Background: an optimization exercise with open tools, aiming at small area and a short achievable clock period. Do not read the settings as production practice. In this exercise RTL edits were held to simulation tests only and were not proved equivalent to the original.

==> flow/design.v <==
module Prefetch(
  input         clock,
  input         reset,
  input  [31:0] io_pc,
  input  [31:0] io_address,
  input         io_enable,
  input         io_reset,
  output [31:0] io_prefetch_address,
  output        io_prefetch_valid,
  output        io_ready,
  output        io_inited
);
  reg        ready;
  reg        inited;
  reg        io_ready_REG;
  reg        REG;          
  reg        enable_REG;   
  reg        ph;           
  reg        pv_reg;       
  reg [31:0] aq;           
  reg [7:0]  rdq;          
  reg        mq;           
  reg        zq;           
  reg        cq;           
  reg [7:0]   valid;
  reg [7:0]   nonempty;    
  reg [255:0] e_pc;
  reg [255:0] e_addr;
  reg [255:0] e_stride;
  reg [255:0] e_rel;
  reg [63:0]  lru;
  wire req = io_enable & ~enable_REG;
  wire clr = io_reset & ~REG;
  wire [7:0] empty = ~nonempty;    
  wire [7:0] is_lru;
  genvar gi, gj;
  generate
    for (gi = 0; gi < 8; gi = gi + 1) begin : g_dec
      wire [7:0] newer;
      for (gj = 0; gj < 8; gj = gj + 1) begin : g_n
        if (gj < gi)       assign newer[gj] = lru[8*gj+gi];
        else if (gj > gi)  assign newer[gj] = ~lru[8*gi+gj];
        else               assign newer[gj] = 1'b1;
      end
      assign is_lru[gi] = &newer;
    end
  endgenerate
  wire any_empty = |empty;
  wire [7:0] lo_empty = empty & ~(empty - 8'd1);
  wire [7:0] hi_empty;
  assign hi_empty[7] = empty[7];
  generate
    for (gi = 0; gi < 7; gi = gi + 1) begin : g_hi
      assign hi_empty[gi] = empty[gi] & ~|empty[7:gi+1];
    end
  endgenerate
  wire [7:0] victim = any_empty ? lo_empty : is_lru;
  wire [7:0] hi_empty_v = hi_empty & valid;
  wire pc_zero = (io_pc == 32'h0);
  wire [7:0] mnz;
  generate
    for (gi = 0; gi < 8; gi = gi + 1) begin : g_m
      assign mnz[gi] = nonempty[gi] & (e_pc[32*gi +: 32] == io_pc);
    end
  endgenerate
  wire any_mnz = |mnz;
  wire found = any_mnz | (pc_zero & any_empty);
  wire [7:0] rd   = mnz | ({8{pc_zero}} & hi_empty_v);
  wire [7:0] wsel = any_mnz ? mnz : victim;
  wire       fq = mq | (zq & any_empty);
  wire [7:0] wq = mq ? rdq : victim;
  reg [31:0] A1, S1, A, S, R;
  integer k;
  always @(*) begin
    A1 = 32'h0; S1 = 32'h0; R = 32'h0;
    for (k = 0; k < 8; k = k + 1) begin
      A1 = A1 | ({32{rd[k]}} & e_addr[32*k +: 32]);
      S1 = S1 | ({32{rd[k]}} & e_stride[32*k +: 32]);
      R = R | ({32{rdq[k]}} & e_rel[32*k +: 32]);
    end
  end
  wire Rz    = (R == 32'h0);
  wire Rle1  = (R[31:1] == 31'h0);
  wire Rlt4  = (R[31:2] == 30'h0);
  wire Rones = (R == 32'hffffffff);
  wire [31:0] hs = A ^ S ^ aq;
  wire [31:0] cg = (A & S) | ((A ^ S) & ~aq);
  wire same = (hs == {cg[30:0], 1'b0});
  reg [31:0] newStride, Rinc;
  reg        cs, ci;
  integer b;
  always @(*) begin
    cs = 1'b1; ci = 1'b1;
    for (b = 0; b < 32; b = b + 1) begin
      newStride[b] = aq[b] ^ ~A[b] ^ cs;
      cs = (aq[b] & ~A[b]) | (aq[b] & cs) | (~A[b] & cs);
      Rinc[b] = R[b] ^ ci;
      ci = R[b] & ci;
    end
  end
  wire same_w = (newStride == S);
  wire replace = same_w ? Rones : Rle1;
  wire vld = fq & (same ? (~Rz & ~Rones) : ~Rlt4);
  wire [31:0] w_stride = ~fq ? 32'h0 : replace ? newStride : S;
  wire [31:0] w_rel = ~fq ? 32'h0 : replace ? 32'h1 : same_w ? Rinc : {1'b0, R[31:1]};
  wire pv_out = ph ? vld : pv_reg;
  wire [31:0] sum = aq + S;
  integer i, j;
  always @(posedge clock) begin
    REG <= io_reset;
    enable_REG <= io_enable;
    io_ready_REG <= ready;
    A <= A1;
    rdq <= rd;
    mq <= any_mnz;
    zq <= pc_zero;
    if (req) begin
      aq <= io_address;
      S <= S1;
    end
    if (reset) begin
      ph <= 1'b0;
      cq <= 1'b0;
      pv_reg <= 1'b0;
      ready <= 1'b0;
      inited <= 1'b0;
      valid <= 8'h0;
      nonempty <= 8'h0;
    end else begin
      ph <= req;
      if (ph) pv_reg <= vld;
      ready <= io_enable;
      inited <= io_reset & (~REG | inited);
      cq <= clr & req;
      for (i = 0; i < 8; i = i + 1) begin
        if ((clr & ~req) | (ph & cq & ~wq[i])) begin
          valid[i] <= 1'b0;
          nonempty[i] <= 1'b0;
        end else if (ph & wq[i]) begin
          valid[i] <= 1'b1;
          nonempty[i] <= ~zq;
        end
      end
    end
    for (i = 0; i < 8; i = i + 1) begin
      if (req & wsel[i])
        e_pc[32*i +: 32] <= io_pc;
      if (ph & wq[i]) begin
        e_addr[32*i +: 32] <= aq;
        e_stride[32*i +: 32] <= w_stride;
        e_rel[32*i +: 32] <= w_rel;
      end
    end
    if (ph) begin
      for (i = 0; i < 8; i = i + 1)
        for (j = i + 1; j < 8; j = j + 1)
          if (wq[i]) lru[8*i+j] <= 1'b1;
          else if (wq[j]) lru[8*i+j] <= 1'b0;
    end
  end
  assign io_prefetch_address = {32{pv_out}} & sum;
  assign io_prefetch_valid = pv_out;
  assign io_ready = io_ready_REG;
  assign io_inited = inited;
endmodule
Settings: LEC_CHECK=0, CAP_MARGIN=20, CORE_MARGIN=2, CORE_UTILIZATION=65, CTS_CLUSTER_DIAMETER=70, CTS_CLUSTER_SIZE=27, PLACE_DENSITY=0.75, SETUP_SLACK_MARGIN=5, SLEW_MARGIN=20; clock period 80.0 ns.
run.sh (not shown) runs the stock make flow with config.mk's settings and CLKGATE_MAP_FILE= SYNTH_SCRIPT=/design/flow/synth_recipe.tcl, a recipe that flattens the netlist after the stock synthesis.
The starting point finished with timing, DRC and antenna clean.
==> next run, changes <==
==> flow/flow/run.sh (new file) <==
#!/bin/bash
# The standard layout (standard.sh: the standard flow's synthesis, floorplan, placement,
# CTS, routing and finish, unchanged), with two optimisation knobs passed to
# ORFS: repair_timing aims for extra setup slack on the worst path only
# (TNS_END_PERCENT=0), and the port buffers start as buf_1 (the resizer
# upsizes those on critical paths). The SDC and clock period are the standard flow's.
set -euo pipefail
bash standard.sh \
  SETUP_SLACK_MARGIN=61 \
  TNS_END_PERCENT=0 \
  "BUFFER_PORTS_ARGS=-buffer_cell sky130_fd_sc_hd__buf_1" \
  finish > flow_make.log 2>&1
==> flow/standard.sh (new file) <==
#!/bin/bash
# synth_recipe.tcl (not shown) runs the flow's synth.tcl, then flattens the netlist and writes it again
# the make line also repeats each setting of config.mk as NAME=value (left out here)
make -C /OpenROAD-flow-scripts/flow DESIGN_CONFIG=/design/flow/config.mk WORK_HOME=/design/flow/orfs CLKGATE_MAP_FILE= SYNTH_SCRIPT=/design/flow/synth_recipe.tcl "${@:-finish}"
removed: flow/run.sh
What happened:
- setup slack gets better by 1400 ps
- design area is about the same
- wire length rose by 2.8%
- die area does not change

==> what the ideal ports hide <==
No port has a modelled driver above. Below, the same layouts with a new extraction and two added sets of constraints. Step 1 assumes that a clkbuf_16 drives the clock port and a buf_2 every other input. Step 2 moves the port delays by t, midway between the first and last clock arrival at a register: inputs arrive t later, outputs are due t later. That takes back most of the time a late clock gives input paths. Three values: ideal, step 1, step 2; two values: the first two.
run	t (ns)	slack for setup (ns)	worst setup path at the end	worst slew at a driven data input, ns	pins driven straight from the clock port
the first run	0.712	58.157 / 58.091 / 58.803	register to output	0.05	1
the second run	0.715	59.602 / 59.541 / 59.984	input to register	0.10	1
After both steps setup and hold are still met in every run listed.
